Context: an optimization exercise on an open-source flow, tuned for small area and a short achievable clock period. The choices shown serve that exercise and are no tape-out recipe.
Function was checked by simulation only, so behaviour that the tests miss may differ from the original.
No activity file was given, so power comes from the tool's default toggle rates.

## flow/design.v (module list and top-level ports; edited modules follow where they fit)
// module Nbit_reg: 18 lines
// module Nbit_reg_nr: 12 lines
// module lc4_divider: 1596 lines
// module lc4_alu: 96 lines
// module lc4_decoder: 19 lines
// module lc4_regfile: 34 lines
// module lc4_processor: 128 lines
module lc4_processor
   (input  wire        clk,
    input  wire        rst,
    input  wire        gwe,
    output wire [15:0] o_cur_pc,
    input  wire [15:0] i_cur_insn,
    output wire [15:0] o_dmem_addr,
    input  wire [15:0] i_cur_dmem_data,
    output wire        o_dmem_we,
    output wire [15:0] o_dmem_towrite,
    output wire [1:0]  test_stall,
    output wire [15:0] test_cur_pc,
    output wire [15:0] test_cur_insn,
    output wire        test_regfile_we,
    output wire [2:0]  test_regfile_wsel,
    output wire [15:0] test_regfile_data,
    output wire        test_nzp_we,
    output wire [2:0]  test_nzp_new_bits,
    output wire        test_dmem_we,
    output wire [15:0] test_dmem_addr,
    output wire [15:0] test_dmem_data);
  // ...
==> flow/flow/run.sh <==
#!/bin/bash
set -o pipefail
cd "$(dirname "$0")/.."
export SETUP_SLACK_MARGIN=27
bash standard.sh > standard.log 2>&1
==> flow/standard.sh <==
#!/bin/bash
# synth_recipe.tcl (not shown) runs the flow's synth.tcl, then flattens the netlist and writes it again
# the make line also repeats each setting of config.mk as NAME=value (left out here)
make -C /OpenROAD-flow-scripts/flow DESIGN_CONFIG=/design/flow/config.mk WORK_HOME=/design/flow/orfs CLKGATE_MAP_FILE= SYNTH_SCRIPT=/design/flow/synth_recipe.tcl "${@:-finish}"
==> flow/config.mk <==
export PLATFORM = sky130hd
export DESIGN_NAME = lc4_processor
export DESIGN_NICKNAME = lc4_processor
export VERILOG_FILES = /design/flow/design.v
export SDC_FILE = /design/flow/constraint.sdc
export NUM_CORES = 4
export LEC_CHECK = 0
export ABC_AREA = 1
export CAP_MARGIN = 20
export CORE_MARGIN = 2
export CORE_UTILIZATION = 40
export SLEW_MARGIN = 20
==> flow/constraint.sdc <==
create_clock -name core_clock -period 40.0 [get_ports {clk}]
set_input_delay 8.0000 -clock core_clock [delete_from_list [all_inputs] [get_ports {clk}]]
set_output_delay 8.0000 -clock core_clock [all_outputs]
set_load 0.01 [all_outputs]
==> impl_metrics.env, run 1 <==
export IMPL_status="complete, no violations"
export IMPL_clock_fmax_ghz=0.07727
export IMPL_drt_iter0_drc=4207
export IMPL_grt_busiest_layer="met2"
export IMPL_utilization_pct=52.51
export IMPL_cts_resized_gates=147
export IMPL_htreeDepth=2
export IMPL_grt_ovfl_total=0
export IMPL_nWellTaps=1060
export IMPL_synth_warnings=12
export IMPL_critPathMaxFanout=12
export IMPL_p_per_area_nw_per_um2=87.65
export IMPL_register_area_sq_um=7649
export IMPL_endpoint_kind="register"
export IMPL_slew_violations=0
export IMPL_rows=104
export IMPL_fin_hold_ws_ns=0.4184
export IMPL_synth_cell_area_sq_um=32230
export IMPL_setup_viol_count_final=0
export IMPL_grt_util_all_layers_pct=34.54
export IMPL_num_vias=39910
export IMPL_tritoncts_num_buffers=35
export IMPL_use_met2_pct=55.08
export IMPL_r2r_setup_slack_ns=27.06
export IMPL_core_area_sq_um=80160
export IMPL_gr_usage_met1_pct=45.14
export IMPL_route_detailed_drc=0
export IMPL_root_buffer="clkbuf_16"
export IMPL_period_minus_slack_ns=12.94
export IMPL_area_growth_pct=30.60
export IMPL_place_ws_ns=23.90
export IMPL_yosys_area_top_type="dfxtp_1"
export IMPL_hp_class="register to register"
export IMPL_worst_pin_slew_ns=1.238
export IMPL_synthArstFlopShare_pct=0
export IMPL_clock_area_share_pct=2.946
export IMPL_fin_cells=6709
export IMPL_whs_path_depth=0
export IMPL_ys_ff_latch=353
export IMPL_vdd_drop_max_v=0.00008560
export IMPL_synth_compound_area_share_pct=22.02
==> inputs of run 2 (changes only) <==
==> flow/run.sh (new file) <==
#!/bin/bash
# synth_recipe.tcl (not shown) runs the flow's synth.tcl, then flattens the netlist and writes it again
# the make line also repeats each setting of config.mk as NAME=value (left out here)
make -C /OpenROAD-flow-scripts/flow DESIGN_CONFIG=/design/flow/config.mk WORK_HOME=/design/flow/orfs CLKGATE_MAP_FILE= SYNTH_SCRIPT=/design/flow/synth_recipe.tcl finish
removed: flow/flow/run.sh
removed: flow/standard.sh
==> run 2 against run 1 <==
Net effect:
- setup slack got worse by 3.7 ns
- largest power group unchanged
- synthesized cell count is the same
- critical path type unchanged
- die area is the same
- non-clock buffer count shrank 271
==> impl_metrics.env, run 2 <==
export IMPL_setup_tns_ns=0
export IMPL_synth_cell_area_sq_um=32230
export IMPL_rows=104
export IMPL_worstPathArrival_ns=17.12
export IMPL_core_area_sq_um=80160
export IMPL_io_buffers=173
export IMPL_p_leak_nw=16.67
export IMPL_finish_instance_area_sq_um=36290
export IMPL_cp_start_kind="register"
export IMPL_die_w_microns=287.8
export IMPL_antenna_found_initial=1
export IMPL_cts_hold_buf=0
export IMPL_path_clk_slew_ns=0.07
export IMPL_routed_wl_mm=147.1
export IMPL_start_util_pct=40.20
export IMPL_hp_class="register to register"
export IMPL_post_cts_buffers=0
export IMPL_worstPathRequired_ns=40.45
export IMPL_yosys_most_used_dff="dfxtp_1"
export IMPL_place_ws_ns=23.90
export IMPL_yosys_top_cells_area="dfxtp_1 18%, nand2_1 13%, inv_1 7.9%"
export IMPL_num_io_pins=175
export IMPL_synth_warnings=12
export IMPL_slew_headroom_pct=14.91
export IMPL_setup_viol_count_final=0
export IMPL_crit_top_cell="nand2_1"
export IMPL_synthCells=5258
export IMPL_die_h_microns=287.8
export IMPL_place_congestion=1.009
export IMPL_critPathMaxFanout=29
export IMPL_hold_viol=0
export IMPL_synth_nets=5377
export IMPL_cts_resized_gates=0
export IMPL_htreeDepth=2
export IMPL_period_minus_slack_ns=16.67
export IMPL_cpPeakStageDelay_ns=0.81
export IMPL_whs_path_depth=0
export IMPL_status="complete, no violations"
export IMPL_area_growth_pct=12.62
export IMPL_tritoncts_num_buffers=35
export IMPL_min_period_over_period_pct=41.69
export IMPL_final_nets=5458
export IMPL_p_per_area_nw_per_um2=75.21
export IMPL_layout_setup_ws_ns=23.33
export IMPL_fin_hold_ws_ns=0.4172
export IMPL_clock_fmax_ghz=0.05997
export IMPL_ys_types=77
export IMPL_vdd_drop_max_v=0.00007657
export IMPL_clk_latency_ns=0.55
export IMPL_ys_ff_latch=353
export IMPL_synth_enable_flop_cells=58
export IMPL_synth_top_area_share_pct=18.33
export IMPL_die_area_sq_um=82850
export IMPL_max_cap_violations=0
export IMPL_grt_pass1_wl_mm=216.5
export IMPL_route_detailed_drc=0
export IMPL_root_buffer="clkbuf_16"
export IMPL_critical_path_class="register to register"
export IMPL_drt_iter0_drc=4216
export IMPL_ff2ff_path_depth=90
export IMPL_synth_most_common_cell="nand2_1"
export IMPL_worst_pin_slew_ns=1.263
export IMPL_grt_ovfl_total=0
export IMPL_antenna_left=0
export IMPL_mostFrequentLayoutCells="1,142 x nand2_1, 675 x inv_1, 483 x nand3_1"
export IMPL_drive_gt1_share_pct=7.585
export IMPL_place_area_sq_um=35040
export IMPL_utilization_pct=45.28
export IMPL_slowest_stage="nor3_2"
export IMPL_slew_violations=0
export IMPL_yosys_top_cells_count="1,143 x nand2_1, 676 x inv_1, 483 x nand3_1, 455 x nor2_1, 392 x o21ai_0"
export IMPL_rsz0062_at_grt="false"
export IMPL_yosys_area_top_type="dfxtp_1"
export IMPL_grt_max_degree=129
export IMPL_num_vias=37810
export IMPL_wl_per_cell_microns=22.89
export IMPL_grt_util_all_layers_pct=34.06
export IMPL_clock_path_buffers=3
export IMPL_final_common_cell="nand2_1"
export IMPL_endpoint_kind="register"
export IMPL_clock_sinks=353
export IMPL_avgSynthCellArea_sq_um=6.129
export IMPL_hpwl_mm=109.3
export IMPL_firstDrtPassIters=8
export IMPL_cts_tree="yes"
export IMPL_ys_seq_area_share_pct=23.73
export IMPL_synthArstFlopShare_pct=0
export IMPL_viasPerCell=5.883
export IMPL_skew_ns=0.02423
export IMPL_grt_pass1_vias=34250
export IMPL_nFillCells=8645
-- run 2: cell counts after synthesis --
Identical to the previous run, type by type.
-- run 2: path summary, 6_finish.rpt --
path	slack, ns	to	start
worst max-delay path	23.33	m_alu_reg.state[9]	x_r2sel_reg.state[2]
worst max register to register	23.33	m_alu_reg.state[9]	x_r2sel_reg.state[2]
worst min-delay path	0.42	x_rawl_reg.state[5]	d_rawl_reg.state[5]
worst min register to register	0.42	x_rawl_reg.state[5]	d_rawl_reg.state[5]
-- run 2: final cells by class --
class,instances,area [sq um],share of cell area (%)
clock buffers,52,1084,2.985
clock inverters,12,156.4,0.4309
diodes,1,2.502,0.006895
flip-flops and latches,353,7647,21.07
repair buffers,269,2457,6.771
well taps,1060,1326,3.654
inverters,748,2814,7.753
multi-input cells,3932,20810,57.33
-- run 2: cells by family (layout without fill, tap and decap cells) --
| kind of cell | count (synthesis) | in the layout | synth area share [%] |
|---|---|---|---|
| AND/OR/NAND/NOR | 2485 | 2485 | 34.66 |
| flip-flops | 353 | 353 | 23.73 |
| AO/OA/AOI/OAI | 1205 | 1205 | 22.02 |
| XOR/XNOR | 150 | 150 | 4.135 |
| adder cells (fa/ha/maj) | 84 | 84 | 3.331 |
| other | 1 | 2 | 0.01164 |
| multiplexers | 7 | 7 | 0.2174 |
| buffers and inverters | 973 | 1081 | 11.90 |
-- run 2: routing by layer --
layer	GRT usage (%)	wire (microns)	up-vias
li1	-	-	17860
met2	54.27	64350	2064
met4	17.82	8570	2
met1	45.07	60750	17480
met3	4.113	13420	400
met5	0	17	-
-- run 2: worst max-delay path, delay by kind of cell, from the launching register on --
kind,cells,cell delay (ns)
AO/OA/AOI/OAI,9,2.28
XOR/XNOR,1,0.75
adder cells (fa/ha/maj),1,0.21
buffers and inverters,10,2.51
flip-flops,1,0.66
AND/OR/NAND/NOR,69,10.03
-- run 2: where the power goes --
part	internal, mW	switching, mW
registers	0.378	0.0181
clock network	0.209	0.153
logic	0.582	1.39
-- run 2: through the flow --
stage | power [mW] | cells
2_1_floorplan | 1.866 | 5258
3_3_place_gp | 2.318 | 6360
3_5_place_dp | 2.327 | 6361
4_1_cts | 2.690 | 6425
5_1_grt | 2.973 | 6426
6_report | 2.730 | 6427
==> inputs of run 3 (changes only) <==
==> flow/flow/run.sh (new file) <==
#!/bin/bash
set -eo pipefail
cd "$(dirname "$0")/.."
SETUP_SLACK_MARGIN=27 bash standard.sh cts > standard_cts.log 2>&1
bash standard.sh > standard.log 2>&1
==> flow/standard.sh (new file) <==
#!/bin/bash
# synth_recipe.tcl (not shown) runs the flow's synth.tcl, then flattens the netlist and writes it again
# the make line also repeats each setting of config.mk as NAME=value (left out here)
make -C /OpenROAD-flow-scripts/flow DESIGN_CONFIG=/design/flow/config.mk WORK_HOME=/design/flow/orfs CLKGATE_MAP_FILE= SYNTH_SCRIPT=/design/flow/synth_recipe.tcl "${@:-finish}"
removed: flow/run.sh
==> run 3 against run 2 <==
Net effect:
- count of clock-buffer cells in the layout unchanged
- combinational power grew 9.6%
- synthesized cell count unchanged
- wire length grew 1.2%
- sequential share of layout area shrank 0.64 points
- sequential power about the same
- sequential cell count unchanged
- via count increased by 0.90%
- core utilization rose by 1.4 points
==> impl_metrics.env, run 3 <==
export IMPL_place_ws_ns=23.90
export IMPL_worstSetupStartpoint="x_r2sel_reg.state[0]"
export IMPL_p_leak_nw=17.10
export IMPL_synthCells=5258
export IMPL_min_period_over_period_pct=33.42
export IMPL_reg2reg_from="x_r2sel_reg.state[0]"
export IMPL_worst_pin_slew_ns=1.202
export IMPL_yosys_top_cells_area="dfxtp_1 18%, nand2_1 13%, inv_1 7.9%"
export IMPL_ys_types=77
export IMPL_routed_wl_mm=148.9
export IMPL_r2r_setup_slack_ns=26.63
export IMPL_status="complete, no violations"
export IMPL_num_vias=38150
export IMPL_grt_pass1_vias=34780
export IMPL_clock_sinks=353
export IMPL_timing_rr_end="m_alu_reg.state[11]"
export IMPL_hpwl_mm=109.3
export IMPL_yosys_most_used_dff="dfxtp_1"
export IMPL_ys_seq_area_share_pct=23.73
export IMPL_antenna_left=0
export IMPL_period_minus_slack_ns=13.37
export IMPL_ff2ff_path_depth=98
export IMPL_drt_iter0_drc=4121
export IMPL_final_common_cell="nand2_1"
export IMPL_mostFrequentLayoutCells="1,107 x nand2_1, 672 x inv_1, 470 x nand3_1"
export IMPL_max_cap_violations=0
export IMPL_synth_nets=5377
export IMPL_start_util_pct=40.20
export IMPL_die_h_microns=287.8
export IMPL_grt_util_all_layers_pct=34.54
export IMPL_setup_tns_ns=0
export IMPL_hp_class="register to register"
export IMPL_skew_ns=0.02216
export IMPL_yosys_area_top_type="dfxtp_1"
export IMPL_place_congestion=1.009
export IMPL_avgSynthCellArea_sq_um=6.129
export IMPL_cpPeakStageDelay_ns=0.48
export IMPL_slew_violations=0
export IMPL_num_io_pins=175
export IMPL_die_w_microns=287.8
export IMPL_vdd_drop_max_v=0.00007850
export IMPL_synth_enable_flop_cells=58
export IMPL_slowest_stage="edfxtp_1"
export IMPL_crit_top_cell="nand2_1"
export IMPL_ys_ff_latch=353
export IMPL_critPathMaxFanout=28
export IMPL_grt_max_degree=129
export IMPL_endpoint="m_alu_reg.state[11]"
export IMPL_final_nets=5520
export IMPL_wl_per_cell_microns=22.95
export IMPL_area_growth_pct=16.16
export IMPL_yosys_top_cells_count="1,143 x nand2_1, 676 x inv_1, 483 x nand3_1, 455 x nor2_1, 392 x o21ai_0"
export IMPL_slew_headroom_pct=19.00
export IMPL_grt_ovfl_total=0
export IMPL_clock_fmax_ghz=0.07481
export IMPL_firstDrtPassIters=7
export IMPL_synth_warnings=12
export IMPL_clock_path_buffers=3
export IMPL_worstPathArrival_ns=13.82
export IMPL_register_area_sq_um=7647
export IMPL_worstPathRequired_ns=40.45
export IMPL_root_buffer="clkbuf_16"
export IMPL_endpoint_kind="register"
export IMPL_hold_viol=0
export IMPL_synth_top_area_share_pct=18.33
export IMPL_setup_viol_count_final=0
export IMPL_tritoncts_num_buffers=35
export IMPL_io_buffers=173
export IMPL_route_detailed_drc=0
export IMPL_synth_cell_area_sq_um=32230
export IMPL_path_clk_slew_ns=0.07
export IMPL_synthArstFlopShare_pct=0
export IMPL_drive_gt1_share_pct=10.10
export IMPL_critical_path_class="register to register"
export IMPL_rsz0062_at_grt="false"
export IMPL_viasPerCell=5.879
export IMPL_nFillCells=8594
export IMPL_synth_most_common_cell="nand2_1"
export IMPL_layout_setup_ws_ns=26.63
export IMPL_htreeDepth=2
export IMPL_die_area_sq_um=82850
export IMPL_p_per_area_nw_per_um2=77.90
export IMPL_multiInputGateArea_sq_um=21350
export IMPL_cts_tree="yes"
export IMPL_clk_latency_ns=0.55
export IMPL_grt_pass1_wl_mm=219.3
export IMPL_cp_start_kind="register"
export IMPL_antenna_found_initial=2
export IMPL_rows=104
export IMPL_core_area_sq_um=80160
## run 3: cell counts after synthesis
Identical to the previous run, type by type.
## run 3: worst min path at each step
stage / startpoint / to / slack, ns / cells past startpoint
after floorplan: m_rawl_reg.state[0] / w_rawl_reg.state[0] / 0.40 / 0
after global placement: m_rawl_reg.state[4] / w_rawl_reg.state[4] / 0.40 / 0
after detailed placement: d_rawl_reg.state[5] / x_rawl_reg.state[5] / 0.40 / 0
after CTS: d_rawl_reg.state[5] / x_rawl_reg.state[5] / 0.42 / 0
after global routing: m_rawl_reg.state[4] / w_rawl_reg.state[4] / 0.44 / 0
final: d_rawl_reg.state[5] / x_rawl_reg.state[5] / 0.42 / 0
## run 3: report_power, final
part	internal, mW	switching (mW)
registers	0.378	0.0175
logic	0.689	1.47
clock network	0.209	0.152
total	1.28	1.64
## run 3: per-stage QoR
stage / hold slack [ns] / power (mW) / utilization [%] / instances / instance area [sq um]
after floorplan: 0.4003 / 1.866 / - / 5258 / 32230
after global placement: 0.4006 / 2.318 / 43.70 / 6360 / 35030
after detailed placement: 0.4045 / 2.327 / 43.71 / 6361 / 35040
after CTS: 0.4192 / 2.866 / 46.69 / 6488 / 37430
after global routing: 0.4371 / 3.157 / 46.70 / 6488 / 37430
final: 0.4176 / 2.916 / 46.70 / 6489 / 37430
## run 3: kinds of logic (layout without fill, tap and decap cells)
logic type,after synthesis,after routing,synth area share [%]
AO/OA/AOI/OAI,1205,1205,22.02
flip-flops,353,353,23.73
adder cells (fa/ha/maj),84,84,3.331
multiplexers,7,7,0.2174
AND/OR/NAND/NOR,2485,2489,34.66
XOR/XNOR,150,150,4.135
other,1,2,0.01164
buffers and inverters,973,1139,11.90
## run 3: per-layer routing
metal	part of all wire (%)	up-vias	track usage (%)	routed length, microns
li1	-	17990	-	-
met1	41	17770	45.14	61300
met2	44	1980	55.08	65390
met3	8.9	405	4.422	13210
met4	6.0	4	19.00	8996
met5	0.021	-	0	31
## run 3: what timing repair did
action                                  in CTS  in global routing
endpoints found under the setup margin      18                  0
gates resized for setup                    147                  0
setup buffers                               59                  0
hold buffers                                 0                  0
hold endpoints to repair                     0                  0
## run 3: cell type report
class / count / area share (%)
antenna: 1 / 0.006685
clock buffer: 52 / 2.895
clock inverter: 12 / 0.4178
inverter: 748 / 7.557
multi-input combinational: 3936 / 57.03
sequential: 353 / 20.43
tap: 1060 / 3.543
timing repair buffer: 327 / 8.122
## run 3: worst max-delay path, delay by kind of cell, from the launching register on
family / cells / cell delay [ns]
compound gates: 8 / 1.54
fa+ha+maj: 1 / 0.19
buf+inv: 10 / 1.44
flops: 1 / 0.48
simple gates: 79 / 9.58
==> inputs of run 4 (changes only) <==
==> flow/flow/run.sh (replaced) <==
#!/bin/bash
set -eo pipefail
cd "$(dirname "$0")/.."
export BUFFER_PORTS_ARGS="-buffer_cell sky130_fd_sc_hd__buf_1"
SETUP_SLACK_MARGIN=29 bash standard.sh cts > standard_cts.log 2>&1
bash standard.sh > standard.log 2>&1
--- a/flow/config.mk
+++ b/flow/config.mk
@@ -9,4 +9,5 @@
 export CAP_MARGIN = 20
 export CORE_MARGIN = 2
 export CORE_UTILIZATION = 40
+export CTS_BUF_LIST = sky130_fd_sc_hd__clkbuf_8
 export SLEW_MARGIN = 20
==> run 4 against run 3 <==
Net effect:
- still clean
- combinational power grew about 30%
- synthesized cell count is the same
- clock power shrank 9.1%
- sequential power is essentially flat
- sequential cell count is the same
- sequential share of layout area shrank 1.2 points
- via count grew 4.0%
- wire length grew 3.8%
- cell area grew 6.6%
- critical path type unchanged
- largest cell class unchanged
==> impl_metrics.env, run 4 <==
export IMPL_firstDrtPassIters=8
export IMPL_status="complete, no violations"
export IMPL_grt_pass1_wl_mm=228.9
export IMPL_core_area_sq_um=80160
export IMPL_synth_enable_flop_cells=58
export IMPL_routed_wl_mm=154.6
export IMPL_root_buffer="clkbuf_8"
export IMPL_wl_per_cell_microns=23.02
export IMPL_avgSynthCellArea_sq_um=6.129
export IMPL_mostFrequentLayoutCells="987 x nand2_1, 677 x inv_1, 431 x nor2_1"
export IMPL_ys_ff_latch=353
export IMPL_drt_met1_wl_mm=60.97
export IMPL_nFillCells=8355
export IMPL_rows=104
export IMPL_synthCells=5258
export IMPL_htreeDepth=2
export IMPL_ys_types=77
export IMPL_period_minus_slack_ns=12.72
export IMPL_vdd_drop_max_v=0.00007039
export IMPL_die_area_sq_um=82850
export IMPL_antenna_left=0
export IMPL_num_io_pins=175
export IMPL_grt_max_degree=151
export IMPL_endpoint_kind="register"
export IMPL_critPathMaxFanout=11
export IMPL_wl_met2_mm=66.62
export IMPL_cts_tree="yes"
export IMPL_place_congestion=1.034
export IMPL_viasPerCell=5.908
export IMPL_die_h_microns=287.8
export IMPL_route_detailed_drc=0
export IMPL_hold_viol=0
export IMPL_min_period_over_period_pct=31.80
export IMPL_p_leak_nw=18.18
export IMPL_synth_cell_area_sq_um=32230
export IMPL_antenna_found_initial=7
export IMPL_rsz0062_at_grt="false"
export IMPL_worstPathArrival_ns=13.25
export IMPL_slowest_stage="edfxtp_1"
export IMPL_synth_nets=5377
export IMPL_synth_warnings=12
export IMPL_worstPathRequired_ns=40.53
export IMPL_num_vias=39680
export IMPL_hpwl_mm=109.2
export IMPL_grt_pass1_vias=37100
export IMPL_yosys_top_cells_area="dfxtp_1 18%, nand2_1 13%, inv_1 7.9%"
export IMPL_tritoncts_num_buffers=54
export IMPL_clk_latency_ns=0.65
export IMPL_setup_tns_ns=0
export IMPL_synth_most_common_cell="nand2_1"
export IMPL_met3WireLength_mm=14.19
export IMPL_area_growth_pct=23.80
export IMPL_register_area_sq_um=7655
export IMPL_hp_class="register to register"
export IMPL_start_util_pct=40.20
export IMPL_skew_ns=0.03251
export IMPL_drt_iter0_drc=4681
export IMPL_grt_ovfl_total=0
export IMPL_final_nets=5732
export IMPL_slew_headroom_pct=24.24
export IMPL_drive_gt1_share_pct=19.07
export IMPL_yosys_area_top_type="dfxtp_1"
export IMPL_clock_path_buffers=3
export IMPL_setup_viol_count_final=0
export IMPL_clock_sinks=353
export IMPL_critical_path_class="register to register"
export IMPL_synth_top_area_share_pct=18.33
export IMPL_routed_top_layer="met5"
export IMPL_yosys_top_cells_count="1,143 x nand2_1, 676 x inv_1, 483 x nand3_1, 455 x nor2_1, 392 x o21ai_0"
export IMPL_multiInputGateArea_sq_um=23040
export IMPL_synthArstFlopShare_pct=0
export IMPL_clock_fmax_ghz=0.07861
export IMPL_p_per_area_nw_per_um2=88.38
export IMPL_cpPeakStageDelay_ns=0.55
export IMPL_crit_top_cell="nand2_1"
export IMPL_final_common_cell="nand2_1"
export IMPL_path_clk_slew_ns=0.07
export IMPL_die_w_microns=287.8
export IMPL_grt_util_all_layers_pct=36.03
export IMPL_io_buffers=173
export IMPL_fin_hold_ws_ns=0.4134
export IMPL_cts_hold_buf=0
export IMPL_slew_violations=0
export IMPL_yosys_most_used_dff="dfxtp_1"
export IMPL_worst_pin_slew_ns=1.132
export IMPL_cp_start_kind="register"
export IMPL_ys_seq_area_share_pct=23.73
export IMPL_max_cap_violations=0
==> run 4: cell counts after synthesis <==
Identical to the previous run, type by type.
==> run 4: layout make-up <==
cell class,instances,share of cell area (%)
clock buffer,61,2.104
multi-input combinational,3939,57.75
antenna,2,0.01255
timing repair buffer,517,9.622
sequential,353,19.19
inverter,748,7.232
clock inverter,36,0.7684
tap,1060,3.324
==> run 4: critical path, delay by kind of cell, from the launching register on <==
kind / cells / cell delay, ns
simple gates: 63 / 7.20
flops: 1 / 0.55
buf+inv: 14 / 1.92
fa+ha+maj: 1 / 0.18
compound gates: 14 / 2.63
==> run 4: power breakdown <==
group	total (mW)	leakage (nW)	internal (mW)	switching, mW
sequential	0.394	2.97	0.378	0.0165
clock	0.328	0.635	0.173	0.155
combinational	2.80	14.6	1.06	1.74
==> run 4: final timing paths <==
check        slack, ns             endpoint                 start  cells past startpoint
max              27.28  m_alu_reg.state[13]  x_r2sel_reg.state[0]                     92
min               0.41  x_rawl_reg.state[5]   d_rawl_reg.state[5]                      0
max reg2reg      27.28  m_alu_reg.state[13]  x_r2sel_reg.state[0]                     92
min reg2reg       0.41  x_rawl_reg.state[5]   d_rawl_reg.state[5]                      0
==> run 4: what timing repair did <==
| item | in CTS | in global routing |
|---|---|---|
| resized for setup | 632 | 0 |
| setup endpoints to repair | 109 | 0 |
| setup buffers | 244 | 0 |
==> run 4: cells by family (layout without fill, tap and decap cells) <==
group / count (synthesis) / in the layout / synth area share (%)
mux: 7 / 7 / 0.2174
simple gates: 2485 / 2491 / 34.66
fa+ha+maj: 84 / 84 / 3.331
xor+xnor: 150 / 150 / 4.135
buf+inv: 973 / 1362 / 11.90
other cells: 1 / 3 / 0.01164
compound gates: 1205 / 1206 / 22.02
flops: 353 / 353 / 23.73
==> run 4: metal layers <==
metal | global-route usage [%] | vias up
li1 | - | 18450
met1 | 44.91 | 18340
met2 | 56.79 | 2231
met3 | 5.927 | 648
met4 | 24.95 | 8
met5 | 0 | -
==> run 4: through the flow <==
step           instances  area [sq um]  total power, mW  setup slack (ns)  util (%)
4_1_cts             6714         39890            3.424             27.89     49.76
6_report            6716         39890            3.526             27.28     49.77
2_1_floorplan       5258         32240            1.866             29.00         -
5_1_grt             6715         39890            3.774             26.08     49.77
3_5_place_dp        6361         33990            2.319             24.32     42.41
3_3_place_gp        6361         33990            2.313             24.40     42.41
==> inputs of run 5 (changes only) <==
==> flow/flow/run.sh (replaced) <==
#!/bin/bash
set -eo pipefail
cd "$(dirname "$0")/.."
export BUFFER_PORTS_ARGS="-buffer_cell sky130_fd_sc_hd__buf_1"
SETUP_SLACK_MARGIN=27 bash standard.sh cts > standard_cts.log 2>&1
bash standard.sh > standard.log 2>&1
--- a/flow/config.mk
+++ b/flow/config.mk
@@ -8,6 +8,6 @@
 export ABC_AREA = 1
 export CAP_MARGIN = 20
 export CORE_MARGIN = 2
-export CORE_UTILIZATION = 40
+export CORE_UTILIZATION = 55
 export CTS_BUF_LIST = sky130_fd_sc_hd__clkbuf_8
 export SLEW_MARGIN = 20
==> run 5 against run 4 <==
Net effect:
- via count is 1.7% lower
- core utilization is 12 points higher
- cell count is 7.3% lower
- setup slack worse by 0.84 ns
- synthesized area stayed put
- cell area is 10% lower
- critical path type unchanged
==> impl_metrics.env, run 5 <==
export IMPL_setup_tns_ns=0
export IMPL_grt_util_all_layers_pct=45.40
export IMPL_synth_nets=5377
export IMPL_synth_top_area_share_pct=18.33
export IMPL_core_area_sq_um=57810
export IMPL_yosys_most_used_dff="dfxtp_1"
export IMPL_grt_pass1_wl_mm=211.6
export IMPL_grt_pass1_vias=35190
export IMPL_num_vias=39020
export IMPL_whs_path_depth=0
export IMPL_crit_family="simple AND/OR/NAND/NOR gates"
export IMPL_start_util_pct=55.75
export IMPL_path_depth=96
export IMPL_area_growth_pct=11.10
export IMPL_min_period_over_period_pct=33.91
export IMPL_ys_seq_area_share_pct=23.73
export IMPL_nFillCells=5786
export IMPL_io_buffers=173
export IMPL_drive_gt1_share_pct=10.29
export IMPL_firstDrtPassIters=10
export IMPL_hold_viol=0
export IMPL_period_minus_slack_ns=13.56
export IMPL_grt_max_degree=164
export IMPL_setup_viol_count_final=0
export IMPL_die_area_sq_um=60550
export IMPL_final_nets=5540
export IMPL_path_buf_inv=14
export IMPL_hp_class="register to register"
export IMPL_antenna_found_initial=1
export IMPL_root_buffer="clkbuf_8"
export IMPL_tritoncts_num_buffers=51
export IMPL_synthArstFlopShare_pct=0
export IMPL_avgSynthCellArea_sq_um=6.129
export IMPL_worstPathRequired_ns=40.51
export IMPL_vdd_drop_max_v=0.0001434
export IMPL_ys_ff_latch=353
export IMPL_yosys_top_cells_area="dfxtp_1 18%, nand2_1 13%, inv_1 7.9%"
export IMPL_grt_ovfl_total=0
export IMPL_antenna_left=0
export IMPL_slew_headroom_pct=15.24
export IMPL_clock_sinks=353
export IMPL_yosys_top_cells_count="1,143 x nand2_1, 676 x inv_1, 483 x nand3_1, 455 x nor2_1, 392 x o21ai_0"
export IMPL_crit_top_cell="nand2_1"
export IMPL_ys_types=77
export IMPL_layout_setup_ws_ns=26.44
export IMPL_rows=88
export IMPL_yosys_area_top_type="dfxtp_1"
export IMPL_cpPeakStageDelay_ns=0.44
export IMPL_fin_hold_ws_ns=0.4199
export IMPL_ff2ff_path_depth=96
export IMPL_synth_most_common_cell="nand2_1"
export IMPL_cts_hold_buf=0
export IMPL_cp_start_kind="register"
export IMPL_die_h_microns=246.1
export IMPL_mostFrequentLayoutCells="1,114 x nand2_1, 692 x inv_1, 469 x nand3_1"
export IMPL_synthCells=5258
export IMPL_status="complete, no violations"
export IMPL_slowest_stage="edfxtp_1"
export IMPL_rsz0062_at_grt="false"
export IMPL_final_common_cell="nand2_1"
export IMPL_num_io_pins=175
export IMPL_synth_warnings=12
export IMPL_place_congestion=1.082
export IMPL_place_ws_ns=24.53
export IMPL_route_detailed_drc=0
export IMPL_wl_per_cell_microns=22.88
export IMPL_clock_path_buffers=3
export IMPL_routed_wl_mm=142.5
export IMPL_p_per_area_nw_per_um2=80.25
export IMPL_worst_pin_slew_ns=1.260
export IMPL_critPathMaxFanout=29
export IMPL_viasPerCell=6.263
export IMPL_htreeDepth=2
export IMPL_utilization_pct=61.94
export IMPL_path_clk_slew_ns=0.08
export IMPL_clock_fmax_ghz=0.07372
export IMPL_slew_violations=0
export IMPL_max_cap_violations=0
export IMPL_synth_cell_area_sq_um=32230
export IMPL_hpwl_mm=103.9
export IMPL_p_leak_nw=16.72
export IMPL_drt_iter0_drc=5259
export IMPL_endpoint_kind="register"
export IMPL_worstPathArrival_ns=14.08
export IMPL_critical_path_class="register to register"
export IMPL_clk_latency_ns=0.63
export IMPL_skew_ns=0.04223
export IMPL_synth_enable_flop_cells=58
export IMPL_cts_tree="yes"
export IMPL_die_w_microns=246.1
[run 5: cell counts after synthesis]
No cell type changed its count.
[run 5: area by class of cell]
| cell class | count | area, sq um | share of cell area (%) |
|---|---|---|---|
| Tap cell | 765 | 957.2 | 2.674 |
| Sequential cell | 353 | 7649 | 21.36 |
| Antenna cell | 1 | 2.502 | 0.006990 |
| Inverter | 748 | 2826 | 7.895 |
| Clock inverter | 30 | 158.9 | 0.4438 |
| Timing Repair Buffer | 331 | 1984 | 5.543 |
| Clock buffer | 65 | 894.6 | 2.499 |
| Multi-Input combinational cell | 3936 | 21330 | 59.58 |
[run 5: what timing repair did]
action	4_1_cts	5_1_grt
buffers inserted	71	0
gates resized for setup	134	0
endpoints found under the setup margin	18	0
[run 5: stage by stage]
stage | power (mW) | std cells | cell area (sq um)
2_1_floorplan | 1.866 | 5258 | 32230
3_3_place_gp | 2.285 | 6057 | 33540
3_5_place_dp | 2.295 | 6057 | 33540
4_1_cts | 2.800 | 6227 | 35790
5_1_grt | 3.102 | 6229 | 35800
6_report | 2.873 | 6229 | 35800
[run 5: final timing paths]
kind	slack (ns)	end	startpoint
setup / recovery	26.44	m_alu_reg.state[15]	x_r2sel_reg.state[2]
hold / removal	0.42	w_rawl_reg.state[8]	m_rawl_reg.state[8]
setup reg to reg	26.44	m_alu_reg.state[15]	x_r2sel_reg.state[2]
hold reg to reg	0.42	w_rawl_reg.state[8]	m_rawl_reg.state[8]
[run 5: cells by family after synthesis]
logic type	share of synthesized area (%)
multiplexers	0.2174
other	0.01164
AO/OA/AOI/OAI	22.02
buffers and inverters	11.90
adder cells (fa/ha/maj)	3.331
XOR/XNOR	4.135
AND/OR/NAND/NOR	34.66
flip-flops	23.73
[run 5: layer usage]
| layer | up-vias | routed length, microns | track usage, % |
|---|---|---|---|
| met5 | - | 0 | 0 |
| met1 | 17750 | 53320 | 56.74 |
| met2 | 2633 | 60520 | 70.05 |
| met4 | 0 | 11280 | 31.18 |
| li1 | 18030 | - | - |
| met3 | 599 | 17390 | 9.325 |
[run 5: report_power, final]
| part | switching [mW] | internal (mW) |
|---|---|---|
| sequential | 0.0161 | 0.378 |
| combinational | 1.48 | 0.704 |
| clock | 0.146 | 0.153 |
==> inputs of run 6 (changes only) <==
--- a/flow/config.mk
+++ b/flow/config.mk
@@ -8,6 +8,7 @@
 export ABC_AREA = 1
 export CAP_MARGIN = 20
 export CORE_MARGIN = 2
-export CORE_UTILIZATION = 55
+export CORE_UTILIZATION = 40
 export CTS_BUF_LIST = sky130_fd_sc_hd__clkbuf_8
 export SLEW_MARGIN = 20
+export TNS_END_PERCENT = 5
==> run 6 against run 5 <==
Net effect:
- sequential cell count unchanged
- largest power group unchanged
- maximum frequency shrank 1.9%
- highest routed layer is now met5
- hold slack worse by 0.012 ns
- die area grew 37%
- synthesized area unchanged
- first-iteration DRC count fell by 19%
==> impl_metrics.env, run 6 <==
export IMPL_status="complete, no violations"
export IMPL_grt_ovfl_total=0
export IMPL_final_common_cell="nand2_1"
export IMPL_antenna_left=0
export IMPL_drt_iter0_drc=4254
export IMPL_rows=104
export IMPL_slew_headroom_pct=18.94
export IMPL_clock_path_buffers=3
export IMPL_cpPeakStageDelay_ns=0.51
export IMPL_hold_viol=0
export IMPL_endpoint_kind="register"
export IMPL_antenna_found_initial=2
export IMPL_synth_compound_area_share_pct=22.02
export IMPL_drive_gt1_share_pct=9.598
export IMPL_synth_nets=5377
export IMPL_path_clk_slew_ns=0.07
export IMPL_placed_cells=6365
export IMPL_mostFrequentLayoutCells="1,125 x nand2_1, 695 x inv_1, 478 x nand3_1"
export IMPL_p_per_area_nw_per_um2=77.29
export IMPL_core_area_sq_um=80160
export IMPL_clock_sinks=353
export IMPL_fin_cells=6511
export IMPL_htreeDepth=2
export IMPL_period_minus_slack_ns=13.83
export IMPL_critPathMaxFanout=29
export IMPL_ff2ff_path_depth=102
export IMPL_grt_pass1_wl_mm=219.3
export IMPL_slowest_stage="edfxtp_1"
export IMPL_synth_adder_area_share_pct=3.331
export IMPL_cp_start_kind="register"
export IMPL_avgSynthCellArea_sq_um=6.129
export IMPL_routed_wl_mm=147.7
export IMPL_route_detailed_drc=0
export IMPL_viasPerCell=5.863
export IMPL_timing_rr_end="m_alu_reg.state[7]"
export IMPL_ys_ff_latch=353
export IMPL_fin_hold_ws_ns=0.4076
export IMPL_synth_most_common_cell="nand2_1"
export IMPL_start_util_pct=40.20
export IMPL_r2r_setup_slack_ns=26.17
export IMPL_firstDrtPassIters=6
export IMPL_tritoncts_num_buffers=54
export IMPL_num_vias=38170
export IMPL_yosys_most_used_dff="dfxtp_1"
export IMPL_grt_util_all_layers_pct=34.49
export IMPL_grt_pass1_vias=35040
export IMPL_synthMuxAreaShare_pct=0.2174
export IMPL_hpwl_mm=108.6
export IMPL_min_period_over_period_pct=34.58
export IMPL_ys_types=77
export IMPL_yosys_top_cells_count="1,143 x nand2_1, 676 x inv_1, 483 x nand3_1, 455 x nor2_1, 392 x o21ai_0"
export IMPL_wl_per_cell_microns=22.68
export IMPL_clock_fmax_ghz=0.07230
export IMPL_die_h_microns=287.8
export IMPL_hp_class="register to register"
export IMPL_slew_violations=0
export IMPL_synthArstFlopShare_pct=0
export IMPL_worst_pin_slew_ns=1.216
export IMPL_grt_max_degree=110
export IMPL_synth_xor_area_share_pct=4.135
export IMPL_area_growth_pct=11.34
export IMPL_die_area_sq_um=82850
export IMPL_io_buffers=173
export IMPL_root_buffer="clkbuf_8"
export IMPL_vdd_drop_max_v=0.00006557
export IMPL_synth_enable_flop_cells=58
export IMPL_crit_top_cell="nand2_1"
export IMPL_die_w_microns=287.8
export IMPL_layout_setup_ws_ns=26.17
export IMPL_synth_cell_area_sq_um=32230
export IMPL_clk_latency_ns=0.64
export IMPL_synth_simple_area_share_pct=34.66
export IMPL_p_leak_nw=16.61
export IMPL_ys_seq_area_share_pct=23.73
export IMPL_synth_top_family_by_area="simple AND/OR/NAND/NOR gates"
export IMPL_worstSetupStartpoint="x_r2sel_reg.state[1]"
export IMPL_reg2reg_from="x_r2sel_reg.state[1]"
export IMPL_endpoint="m_alu_reg.state[7]"
export IMPL_setup_tns_ns=0
export IMPL_skew_ns=0.05596
export IMPL_critical_path_class="register to register"
export IMPL_rsz0062_at_grt="false"
export IMPL_synth_top_area_share_pct=18.33
export IMPL_num_io_pins=175
export IMPL_final_nets=5528
export IMPL_place_congestion=1.015
export IMPL_yosys_top_cells_area="dfxtp_1 18%, nand2_1 13%, inv_1 7.9%"
export IMPL_synth_warnings=12
export IMPL_max_cap_violations=0
export IMPL_worstPathArrival_ns=14.32
export IMPL_cts_tree="yes"
export IMPL_place_ws_ns=23.68
export IMPL_holdCritStartpoint="d_rawl_reg.state[3]"
export IMPL_yosys_area_top_type="dfxtp_1"
export IMPL_synthCells=5258
export IMPL_worstPathRequired_ns=40.49
export IMPL_setup_viol_count_final=0
[run 6: logic make-up (layout without fill, tap and decap cells)]
group                    Yosys count  in the layout
other                              1              3
multiplexers                       7              7
AO/OA/AOI/OAI                   1205           1206
XOR/XNOR                         150            150
adder cells (fa/ha/maj)           84             84
flip-flops                       353            353
AND/OR/NAND/NOR                 2485           2487
buffers and inverters            973           1161
[run 6: critical path: cells and delay by family (launching register included)]
| kind | cells | cell delay [ns] |
|---|---|---|
| adder cells (fa/ha/maj) | 1 | 0.21 |
| AO/OA/AOI/OAI | 9 | 1.76 |
| buffers and inverters | 13 | 1.76 |
| flip-flops | 1 | 0.51 |
| AND/OR/NAND/NOR | 79 | 9.34 |
[run 6: area by class of cell]
cell class | count | area, sq um
clock buffer | 63 | 867.1
clock inverter | 33 | 225.2
sequential | 353 | 7647
fill | 8771 | 44280
inverter | 748 | 2834
antenna | 2 | 5.005
timing repair buffer | 317 | 1804
tap | 1060 | 1326
multi-input combinational | 3935 | 21170
[run 6: through the flow]
stage | total power, mW | area (sq um) | util, %
final | 2.773 | 35880 | 44.76
after CTS | 2.733 | 35870 | 44.75
after detailed placement | 2.322 | 34000 | 42.42
after floorplan | 1.866 | 32230 | -
after global placement | 2.312 | 33990 | 42.40
after global routing | 3.022 | 35880 | 44.76
[run 6: worst min-delay path by stage]
stage / depth (start not counted) / to
3_3_place_gp: 0 / w_rawl_reg.state[4]
6_report: 0 / x_rawl_reg.state[3]
3_5_place_dp: 0 / w_rawl_reg.state[3]
5_1_grt: 0 / w_rawl_reg.state[1]
2_1_floorplan: 0 / w_rawl_reg.state[0]
4_1_cts: 0 / x_rawl_reg.state[3]
[run 6: timing repair]
| action | 4_1_cts | 5_1_grt |
|---|---|---|
| gates resized for setup | 93 | 0 |
| endpoints found under the setup margin | 17 | 0 |
| hold buffers | 0 | 0 |
| setup buffers | 44 | 0 |
[run 6: power by group]
part           leakage [nW]  internal [mW]  switching (mW)  total (mW)
sequential             2.97          0.378          0.0158       0.394
clock                 0.648          0.163           0.149       0.312
combinational          13.0          0.632            1.44        2.07
total                  16.6           1.17            1.60        2.77
[run 6: layer usage]
metal / share of wire, % / global-route usage (%)
met4: 6.6 / 20.05
met5: 0.011 / 0
met1: 41 / 44.95
met3: 8.9 / 4.596
met2: 43 / 54.53
==> inputs of run 7 (changes only) <==
--- a/flow/config.mk
+++ b/flow/config.mk
@@ -11,4 +11,3 @@
 export CORE_UTILIZATION = 40
 export CTS_BUF_LIST = sky130_fd_sc_hd__clkbuf_8
 export SLEW_MARGIN = 20
-export TNS_END_PERCENT = 5
==> run 7 against run 6 <==
Net effect:
- setup slack gained 0.43 ns
- total power grew 1.6%
- critical path depth is the same
- cell area grew 0.86%
- core utilization grew 0.39 points
- via count is essentially flat
==> impl_metrics.env, run 7 <==
export IMPL_status="complete, no violations"
export IMPL_cpPeakStageDelay_ns=0.45
export IMPL_cts_tree="yes"
export IMPL_setup_viol_count_final=0
export IMPL_max_cap_violations=0
export IMPL_endpoint_kind="register"
export IMPL_hp_class="register to register"
export IMPL_synth_cell_area_sq_um=32230
export IMPL_grt_pass1_wl_mm=219.7
export IMPL_period_minus_slack_ns=13.40
export IMPL_pwr_share_comb_pct=74.9
export IMPL_die_w_microns=287.8
export IMPL_antenna_found_initial=2
export IMPL_reg2reg_from="x_r2sel_reg.state[0]"
export IMPL_area_growth_pct=12.30
export IMPL_synth_warnings=12
export IMPL_ys_types=77
export IMPL_p_per_area_nw_per_um2=77.82
export IMPL_min_period_over_period_pct=33.51
export IMPL_nFillCells=8744
export IMPL_p_sw_share_pct=57.37
export IMPL_clock_path_buffers=3
export IMPL_finish_instance_area_sq_um=36190
export IMPL_ff2ff_path_depth=102
export IMPL_routed_wl_mm=147.8
export IMPL_ys_ff_latch=353
export IMPL_path_clk_slew_ns=0.06
export IMPL_grt_util_all_layers_pct=34.56
export IMPL_slew_violations=0
export IMPL_synthCells=5258
export IMPL_place_area_sq_um=34000
export IMPL_internal_power_mw=1.201
export IMPL_grt_ovfl_total=0
export IMPL_slowest_stage="edfxtp_1"
export IMPL_slew_headroom_pct=17.64
export IMPL_critical_path_class="register to register"
export IMPL_die_h_microns=287.8
export IMPL_num_io_pins=175
export IMPL_start_util_pct=40.20
export IMPL_cp_start_kind="register"
export IMPL_setup_tns_ns=0
export IMPL_antenna_left=0
export IMPL_vdd_drop_max_v=0.00006465
export IMPL_root_buffer="clkbuf_8"
export IMPL_clock_fmax_ghz=0.07460
export IMPL_crit_top_cell="nand2_1"
export IMPL_route_detailed_drc=0
export IMPL_yosys_top_cells_area="dfxtp_1 18%, nand2_1 13%, inv_1 7.9%"
export IMPL_mostFrequentLayoutCells="1,117 x nand2_1, 695 x inv_1, 477 x nand3_1"
export IMPL_p_leak_nw=16.74
export IMPL_timing_rr_end="m_alu_reg.state[13]"
export IMPL_fin_hold_ws_ns=0.4060
export IMPL_rows=104
export IMPL_synth_top_area_share_pct=18.33
export IMPL_die_area_sq_um=82850
export IMPL_firstDrtPassIters=8
export IMPL_yosys_top_cells_count="1,143 x nand2_1, 676 x inv_1, 483 x nand3_1, 455 x nor2_1, 392 x o21ai_0"
export IMPL_io_buffers=173
export IMPL_worstPathRequired_ns=40.50
export IMPL_critPathMaxFanout=13
export IMPL_rsz0062_at_grt="false"
export IMPL_core_area_sq_um=80160
export IMPL_htreeDepth=2
export IMPL_hold_viol=0
export IMPL_worst_pin_slew_ns=1.204
export IMPL_synth_most_common_cell="nand2_1"
export IMPL_hpwl_mm=108.6
export IMPL_worstSetupStartpoint="x_r2sel_reg.state[0]"
export IMPL_r2r_setup_slack_ns=26.60
export IMPL_final_nets=5549
export IMPL_yosys_area_top_type="dfxtp_1"
export IMPL_ys_seq_area_share_pct=23.73
export IMPL_switchingPower_mw=1.616
export IMPL_drt_iter0_drc=4424
export IMPL_synth_nets=5377
export IMPL_grt_max_degree=110
export IMPL_seqPwrFrac_pct=14.0
export IMPL_yosys_most_used_dff="dfxtp_1"
export IMPL_grt_pass1_vias=35200
export IMPL_final_common_cell="nand2_1"
export IMPL_clock_power_share_pct=11.1
export IMPL_synthArstFlopShare_pct=0
export IMPL_skew_ns=0.05472
export IMPL_worstPathArrival_ns=13.90
export IMPL_clock_sinks=353
export IMPL_wl_per_cell_microns=22.64
export IMPL_synth_enable_flop_cells=58
export IMPL_avgSynthCellArea_sq_um=6.129
export IMPL_place_congestion=1.015
export IMPL_drive_gt1_share_pct=10.24
export IMPL_tritoncts_num_buffers=54
export IMPL_clk_latency_ns=0.65
export IMPL_num_vias=38160
export IMPL_endpoint="m_alu_reg.state[13]"
export IMPL_viasPerCell=5.843
-- run 7: routing by layer --
layer / vias up / GRT usage (%) / wire [microns]
met1: 17600 / 45.21 / 60740
met5: - / 0 / 14
met3: 470 / 4.263 / 13010
met2: 2018 / 54.51 / 64100
met4: 2 / 20.53 / 9962
li1: 18070 / - / -
-- run 7: worst min-delay path by stage --
stage                         from             endpoint  depth (start not counted)
6_report       d_rawl_reg.state[3]  x_rawl_reg.state[3]                          0
5_1_grt        m_rawl_reg.state[1]  w_rawl_reg.state[1]                          0
4_1_cts        d_rawl_reg.state[3]  x_rawl_reg.state[3]                          0
3_5_place_dp   m_rawl_reg.state[3]  w_rawl_reg.state[3]                          0
3_3_place_gp   m_rawl_reg.state[4]  w_rawl_reg.state[4]                          0
2_1_floorplan  m_rawl_reg.state[0]  w_rawl_reg.state[0]                          0
-- run 7: what timing repair did --
item / 4_1_cts / 5_1_grt
setup endpoints to repair: 17 / 0
buffers inserted: 64 / 0
hold buffers: 0 / 0
resized for setup: 129 / 0
-- run 7: final cells by class --
type                            instances  area, sq um  share of cell area, %
Antenna cell                            1        2.502               0.006914
Clock buffer                           63        867.1                  2.396
Clock inverter                         33        225.2                 0.6223
Inverter                              748         2836                  7.838
Multi-Input combinational cell       3936        21290                  58.83
Sequential cell                       353         7647                  21.13
Tap cell                             1060         1326                  3.665
Timing Repair Buffer                  337         1994                  5.511
-- run 7: kinds of logic after synthesis --
family	count (synthesis)	share of synthesized area, %
and+or+nand+nor	2485	34.66
DFF	353	23.73
buffers and inverters	973	11.90
xor gates and xnor gates	150	4.135
adders and majority gates	84	3.331
muxes	7	0.2174
AOI/OAI and AO/OA	1205	22.02
other	1	0.01164
-- run 7: worst max-delay path, delay by kind of cell (launching register included) --
kind	cells	cell delay, ns
AO/OA/AOI/OAI	8	1.50
flip-flops	1	0.45
adder cells (fa/ha/maj)	1	0.25
AND/OR/NAND/NOR	83	9.89
buffers and inverters	10	1.11
-- run 7: power by group through the flow --
stage / Combinational [mW] / Clock [mW] / Sequential, mW
2_1_floorplan: 1.47 / 0 / 0.395
3_3_place_gp: 1.91 / 0 / 0.401
3_5_place_dp: 1.92 / 0 / 0.401
4_1_cts: 2.07 / 0.315 / 0.393
5_1_grt: 2.34 / 0.330 / 0.395
6_report: 2.11 / 0.312 / 0.394
-- run 7: stage by stage --
step	cells	util, %	total power [mW]	setup slack (ns)
after global placement	6364	42.40	2.312	23.82
after CTS	6529	45.13	2.775	26.96
after detailed placement	6365	42.42	2.322	23.68
final	6531	45.15	2.816	26.60
after global routing	6531	45.15	3.067	25.33
after floorplan	5258	-	1.866	28.90
==> inputs of run 8 (changes only) <==
==> flow/flow/run.sh (replaced) <==
#!/bin/bash
set -eo pipefail
cd "$(dirname "$0")/.."
export BUFFER_PORTS_ARGS="-buffer_cell sky130_fd_sc_hd__buf_1"
SETUP_SLACK_MARGIN=27.6 bash standard.sh cts > standard_cts.log 2>&1
bash standard.sh > standard.log 2>&1
==> run 8 against run 7 <==
Net effect:
- cell count increased by 1.3%
- non-clock buffer count increased by 84
- first-iteration DRC count decreased by 4.4%
- hold slack improved by 0.0017 ns
- sequential power about the same
- core utilization increased by 1.8 points
- die area unchanged
- synthesized area unchanged
- largest power group unchanged
==> impl_metrics.env, run 8 <==
export IMPL_synth_enable_flop_cells=58
export IMPL_status="complete, no violations"
export IMPL_clock_sinks=353
export IMPL_worstSetupStartpoint="x_r2sel_reg.state[0]"
export IMPL_yosys_most_used_dff="dfxtp_1"
export IMPL_synth_nets=5377
export IMPL_clk_latency_ns=0.64
export IMPL_io_buffers=173
export IMPL_skew_ns=0.05664
export IMPL_p_per_area_nw_per_um2=82.50
export IMPL_worst_pin_slew_ns=1.173
export IMPL_die_h_microns=287.8
export IMPL_cpPeakStageDelay_ns=0.45
export IMPL_grt_max_degree=110
export IMPL_root_buffer="clkbuf_8"
export IMPL_vdd_drop_max_v=0.00007216
export IMPL_hpwl_mm=108.6
export IMPL_start_util_pct=40.20
export IMPL_core_area_sq_um=80160
export IMPL_antenna_left=0
export IMPL_tritoncts_num_buffers=54
export IMPL_worstPathArrival_ns=13.36
export IMPL_crit_top_cell="nand2_1"
export IMPL_ys_ff_latch=353
export IMPL_clock_fmax_ghz=0.07772
export IMPL_final_common_cell="nand2_1"
export IMPL_slew_violations=0
export IMPL_drive_gt1_share_pct=13.77
export IMPL_cts_hold_buf=0
export IMPL_area_growth_pct=16.67
export IMPL_setup_viol_count_final=0
export IMPL_reg2reg_from="x_r2sel_reg.state[0]"
export IMPL_nFillCells=8651
export IMPL_wl_per_cell_microns=22.73
export IMPL_r2r_setup_slack_ns=27.13
export IMPL_synth_cell_area_sq_um=32230
export IMPL_ys_types=77
export IMPL_synthArstFlopShare_pct=0
export IMPL_fin_hold_ws_ns=0.4077
export IMPL_mostFrequentLayoutCells="1,071 x nand2_1, 694 x inv_1, 436 x nor2_1"
export IMPL_p_leak_nw=17.34
export IMPL_num_vias=38740
export IMPL_drt_iter0_drc=4228
export IMPL_yosys_top_cells_area="dfxtp_1 18%, nand2_1 13%, inv_1 7.9%"
export IMPL_rows=104
export IMPL_hp_class="register to register"
export IMPL_htreeDepth=2
export IMPL_critical_path_class="register to register"
export IMPL_clock_path_buffers=3
export IMPL_ff2ff_path_depth=100
export IMPL_setup_tns_ns=0
export IMPL_grt_pass1_wl_mm=223.2
export IMPL_place_congestion=1.015
export IMPL_antenna_found_initial=1
export IMPL_worstPathRequired_ns=40.49
export IMPL_synth_most_common_cell="nand2_1"
export IMPL_cp_start_kind="register"
export IMPL_firstDrtPassIters=6
export IMPL_timing_rr_end="m_alu_reg.state[13]"
export IMPL_endpoint_kind="register"
export IMPL_ys_seq_area_share_pct=23.73
export IMPL_die_area_sq_um=82850
export IMPL_grt_ovfl_total=0
export IMPL_synthCells=5258
export IMPL_yosys_area_top_type="dfxtp_1"
export IMPL_critPathMaxFanout=28
export IMPL_viasPerCell=5.855
export IMPL_synth_top_area_share_pct=18.33
export IMPL_hold_viol=0
export IMPL_num_io_pins=175
export IMPL_grt_util_all_layers_pct=35.09
export IMPL_cts_tree="yes"
export IMPL_path_clk_slew_ns=0.06
export IMPL_synth_warnings=12
export IMPL_period_minus_slack_ns=12.87
export IMPL_route_detailed_drc=0
export IMPL_routed_wl_mm=150.4
export IMPL_grt_pass1_vias=36190
export IMPL_max_cap_violations=0
export IMPL_final_nets=5635
export IMPL_avgSynthCellArea_sq_um=6.129
export IMPL_endpoint="m_alu_reg.state[13]"
export IMPL_min_period_over_period_pct=32.17
export IMPL_die_w_microns=287.8
export IMPL_slew_headroom_pct=19.76
export IMPL_rsz0062_at_grt="false"
export IMPL_yosys_top_cells_count="1,143 x nand2_1, 676 x inv_1, 483 x nand3_1, 455 x nor2_1, 392 x o21ai_0"
export IMPL_slowest_stage="edfxtp_1"
-- run 8: cell counts after synthesis --
Identical to the previous run, type by type.
-- run 8: layer usage --
layer,global-route usage (%),wire length (microns),vias up
met5,0,0,-
met4,22.03,10660,0
met3,4.604,13070,529
met2,55.39,65280,2111
met1,45.25,61380,17850
li1,-,-,18250
-- run 8: final cells by class --
type	instances	area (sq um)	area share (%)
Timing Repair Buffer	421	2731	7.265
Clock buffer	63	867.1	2.306
Antenna cell	1	2.502	0.006656
Multi-Input combinational cell	3938	21950	58.38
Inverter	748	2850	7.581
Tap cell	1060	1326	3.527
Clock inverter	33	225.2	0.5990
Sequential cell	353	7647	20.34
-- run 8: worst min path at each step --
stage | end | cells past startpoint | startpoint | slack [ns]
finish | x_rawl_reg.state[3] | 0 | d_rawl_reg.state[3] | 0.41
floorplan | w_rawl_reg.state[0] | 0 | m_rawl_reg.state[0] | 0.40
global route | w_rawl_reg.state[1] | 0 | m_rawl_reg.state[1] | 0.43
CTS | x_rawl_reg.state[3] | 0 | d_rawl_reg.state[3] | 0.41
global placement | w_rawl_reg.state[4] | 0 | m_rawl_reg.state[4] | 0.40
detailed placement | w_rawl_reg.state[3] | 0 | m_rawl_reg.state[3] | 0.40
-- run 8: kinds of logic (layout without fill, tap and decap cells) --
logic type / Yosys count / count (layout) / synth area share [%]
buf+inv: 973 / 1265 / 11.90
simple gates: 2485 / 2490 / 34.66
fa+ha+maj: 84 / 84 / 3.331
mux: 7 / 7 / 0.2174
other cells: 1 / 2 / 0.01164
compound gates: 1205 / 1206 / 22.02
flops: 353 / 353 / 23.73
xor+xnor: 150 / 150 / 4.135
-- run 8: power breakdown --
| part | leakage [nW] | total [mW] | switching (mW) | internal [mW] |
|---|---|---|---|---|
| combinational | 13.7 | 2.40 | 1.57 | 0.824 |
| sequential | 2.97 | 0.394 | 0.0157 | 0.378 |
| clock | 0.648 | 0.312 | 0.149 | 0.163 |
-- run 8: what timing repair did --
item                                    in CTS  in global routing
resized for setup                          315                  0
buffers inserted                           148                  0
endpoints found under the setup margin      18                  0
-- run 8: critical path, delay by kind of cell (launching register included) --
| family | cells | cell delay, ns |
|---|---|---|
| buf+inv | 12 | 1.53 |
| compound gates | 12 | 2.29 |
| fa+ha+maj | 1 | 0.16 |
| simple gates | 75 | 8.22 |
| flops | 1 | 0.45 |
-- run 8: metrics by stage --
step	util [%]	instances	area [sq um]	worst slack [ns]	power (mW)
final	46.91	6617	37600	27.13	3.102
after global routing	46.91	6617	37600	26.03	3.352
after CTS	46.90	6616	37590	27.51	3.042
after detailed placement	42.42	6365	34000	23.68	2.322
after global placement	42.40	6364	33990	23.82	2.312
after floorplan	-	5258	32230	28.90	1.866
==> inputs of run 9 (changes only) <==
--- a/flow/config.mk
+++ b/flow/config.mk
@@ -9,5 +9,5 @@
 export CAP_MARGIN = 20
 export CORE_MARGIN = 2
 export CORE_UTILIZATION = 40
-export CTS_BUF_LIST = sky130_fd_sc_hd__clkbuf_8
+export CTS_BUF_LIST = sky130_fd_sc_hd__clkbuf_4
 export SLEW_MARGIN = 20
==> run 9 against run 8 <==
Net effect:
- maximum frequency decreased by 0.44%
- hold slack got worse by 0.0036 ns
- synthesized area unchanged
- highest routed layer unchanged
- via count increased by 0.91%
- still clean on timing, DRC and antenna
- combinational power decreased by 2%
- wire length increased by 0.92%
- largest power group unchanged
- critical endpoint is now m_alu_reg.state[2]
- cell area increased by 0.24%
- critical path depth decreased by 3
- setup slack got worse by 0.056 ns
==> impl_metrics.env, run 9 <==
export IMPL_grt_max_degree=110
export IMPL_place_congestion=1.015
export IMPL_io_buffers=173
export IMPL_hp_class="register to register"
export IMPL_place_area_sq_um=34000
export IMPL_drt_iter0_drc=4579
export IMPL_reg2reg_from="x_r2sel_reg.state[1]"
export IMPL_ys_types=77
export IMPL_rsz0062_at_grt="false"
export IMPL_route_detailed_drc=0
export IMPL_num_vias=39100
export IMPL_min_period_over_period_pct=32.31
export IMPL_viasPerCell=5.860
export IMPL_num_io_pins=175
export IMPL_synth_top_area_share_pct=18.33
export IMPL_tritoncts_num_buffers=85
export IMPL_slew_headroom_pct=22.10
export IMPL_finish_instance_area_sq_um=37690
export IMPL_grt_util_all_layers_pct=35.51
export IMPL_worst_pin_slew_ns=1.156
export IMPL_die_w_microns=287.8
export IMPL_die_area_sq_um=82850
export IMPL_yosys_most_used_dff="dfxtp_1"
export IMPL_cpPeakStageDelay_ns=0.36
export IMPL_antenna_left=0
export IMPL_synth_cell_area_sq_um=32230
export IMPL_wl_per_cell_microns=22.75
export IMPL_start_util_pct=40.20
export IMPL_p_per_area_nw_per_um2=81.22
export IMPL_clock_sinks=353
export IMPL_area_growth_pct=16.96
export IMPL_ys_seq_area_share_pct=23.73
export IMPL_cts_tree="yes"
export IMPL_vdd_drop_max_v=0.00007074
export IMPL_timing_rr_end="m_alu_reg.state[2]"
export IMPL_cts_hold_buf=0
export IMPL_drive_gt1_share_pct=14.66
export IMPL_critical_path_class="register to register"
export IMPL_final_nets=5664
export IMPL_setup_viol_count_final=0
export IMPL_grt_pass1_vias=36370
export IMPL_synthArstFlopShare_pct=0
export IMPL_critPathMaxFanout=28
export IMPL_synth_warnings=12
export IMPL_slew_violations=0
export IMPL_crit_top_cell="nand2_1"
export IMPL_r2r_setup_slack_ns=27.08
export IMPL_htreeDepth=3
export IMPL_rows=104
export IMPL_setup_tns_ns=0
export IMPL_worstPathArrival_ns=13.56
export IMPL_min_to="w_rawl_reg.state[3]"
export IMPL_status="complete, no violations"
export IMPL_root_buffer="clkbuf_4"
export IMPL_synthCells=5258
export IMPL_max_cap_violations=0
export IMPL_avgSynthCellArea_sq_um=6.129
export IMPL_grt_pass1_wl_mm=225.1
export IMPL_antenna_found_initial=1
export IMPL_core_area_sq_um=80160
export IMPL_endpoint_kind="register"
export IMPL_firstDrtPassIters=8
export IMPL_grt_ovfl_total=0
export IMPL_yosys_top_cells_area="dfxtp_1 18%, nand2_1 13%, inv_1 7.9%"
export IMPL_clock_fmax_ghz=0.07738
export IMPL_path_clk_slew_ns=0.07
export IMPL_yosys_area_top_type="dfxtp_1"
export IMPL_whs_path_depth=0
export IMPL_routed_wl_mm=151.8
export IMPL_ys_ff_latch=353
export IMPL_ff2ff_path_depth=97
export IMPL_cp_start_kind="register"
export IMPL_mostFrequentLayoutCells="1,074 x nand2_1, 671 x inv_1, 437 x nand3_1"
export IMPL_yosys_top_cells_count="1,143 x nand2_1, 676 x inv_1, 483 x nand3_1, 455 x nor2_1, 392 x o21ai_0"
export IMPL_hpwl_mm=108.6
export IMPL_synth_enable_flop_cells=58
export IMPL_die_h_microns=287.8
export IMPL_clk_latency_ns=0.82
export IMPL_skew_ns=0.08456
export IMPL_final_common_cell="nand2_1"
export IMPL_holdCritStartpoint="m_rawl_reg.state[3]"
export IMPL_hold_viol=0
export IMPL_p_leak_nw=17.36
export IMPL_period_minus_slack_ns=12.92
export IMPL_worstPathRequired_ns=40.64
export IMPL_synth_most_common_cell="nand2_1"
export IMPL_clock_path_buffers=3
export IMPL_synth_nets=5377
export IMPL_utilization_pct=47.02
export IMPL_slowest_stage="edfxtp_1"
==> run 9: cell type report <==
type / count / area (sq um)
Inverter: 748 / 2850
Clock inverter: 18 / 141.4
Fill cell: 8659 / 42470
Sequential cell: 353 / 7647
Timing Repair Buffer: 417 / 2729
Tap cell: 1060 / 1326
Antenna cell: 2 / 5.005
Clock buffer: 133 / 998.5
Multi-Input combinational cell: 3940 / 21990
==> run 9: power by group <==
part / switching (mW) / internal (mW) / leakage, nW
combinational: 1.56 / 0.786 / 13.7
clock: 0.155 / 0.164 / 0.676
sequential: 0.0158 / 0.378 / 2.97
==> run 9: worst max path at each step <==
stage	end	slack [ns]	depth (start not counted)	start
finish	m_alu_reg.state[2]	27.08	97	x_r2sel_reg.state[1]
CTS	m_alu_reg.state[2]	27.58	99	x_r2sel_reg.state[1]
detailed placement	m_alu_reg.state[13]	23.68	90	x_r2sel_reg.state[2]
global route	m_alu_reg.state[2]	25.95	105	x_r2sel_reg.state[0]
floorplan	test_nzp_new_bits[0]	28.90	18	w_pc_reg.state[0]
global placement	m_alu_reg.state[13]	23.82	90	x_r2sel_reg.state[1]
==> run 9: logic make-up after synthesis <==
| family | share of synthesized area, % |
|---|---|
| compound gates | 22.02 |
| simple gates | 34.66 |
| buf+inv | 11.90 |
| fa+ha+maj | 3.331 |
| mux | 0.2174 |
| xor+xnor | 4.135 |
| other cells | 0.01164 |
| flops | 23.73 |
==> run 9: per-stage QoR <==
step	power [mW]	cells	setup WS (ns)	hold slack (ns)
floorplan	1.866	5258	28.90	0.4003
global placement	2.312	6364	23.82	0.4009
global route	3.312	6670	25.95	0.4179
detailed placement	2.322	6365	23.68	0.4045
finish	3.061	6671	27.08	0.4041
CTS	3.004	6669	27.58	0.4048
==> run 9: timing repair <==
action / in CTS / in global routing
gates resized for setup: 320 / 0
endpoints found under the hold margin: 0 / 0
setup endpoints to repair: 18 / 0
buffers inserted: 142 / 0
==> run 9: layer usage <==
metal	up-vias	global-route usage (%)	part of all wire, %
met3	515	5.333	9.7
met1	17950	45.59	40
met5	-	0	0
met4	0	22.77	6.9
met2	2278	55.56	43
li1	18350	-	-
==> run 9: critical path: cells and delay by family, from the launching register on <==
kind	cells	cell delay, ns
flops	1	0.36
compound gates	10	1.62
fa+ha+maj	1	0.16
buf+inv	14	1.71
simple gates	72	8.78

[separate check: timing with driven ports]
No port has a modelled driver above. Below, the same layouts with a new extraction and two added sets of constraints. Step 1 (the two cells are an assumption about what drives the block):
set clk [get_ports {clk}]
set_driving_cell -lib_cell sky130_fd_sc_hd__clkbuf_16 $clk
set_driving_cell -lib_cell sky130_fd_sc_hd__buf_2 [delete_from_list [all_inputs] $clk]
Step 2 moves the port delays by t, midway between the first and last clock arrival at a register: inputs arrive t later, outputs are due t later. That takes back most of the time a late clock gives input paths. Slacks: ideal / step 1 / step 2; pairs: ideal / step 1.
run	shift t [ns]	slack for setup (ns)	latest minus earliest clock arrival (ns)
run 1	0.596	27.058 / 27.058 / 27.058	0.024 / 0.024
run 2	0.594	23.326 / 23.326 / 23.326	0.025 / 0.024
run 3	0.593	26.634 / 26.634 / 26.634	0.022 / 0.023
run 4	0.680	27.280 / 27.280 / 27.280	0.038 / 0.038
run 5	0.661	26.436 / 26.436 / 26.436	0.043 / 0.043
run 6	0.671	26.170 / 26.170 / 26.170	0.056 / 0.056
run 7	0.677	26.595 / 26.595 / 26.595	0.055 / 0.055
run 8	0.672	27.134 / 27.134 / 27.134	0.057 / 0.057
run 9	0.831	27.077 / 27.077 / 27.077	0.086 / 0.086
After both steps every run listed still meets setup and hold.
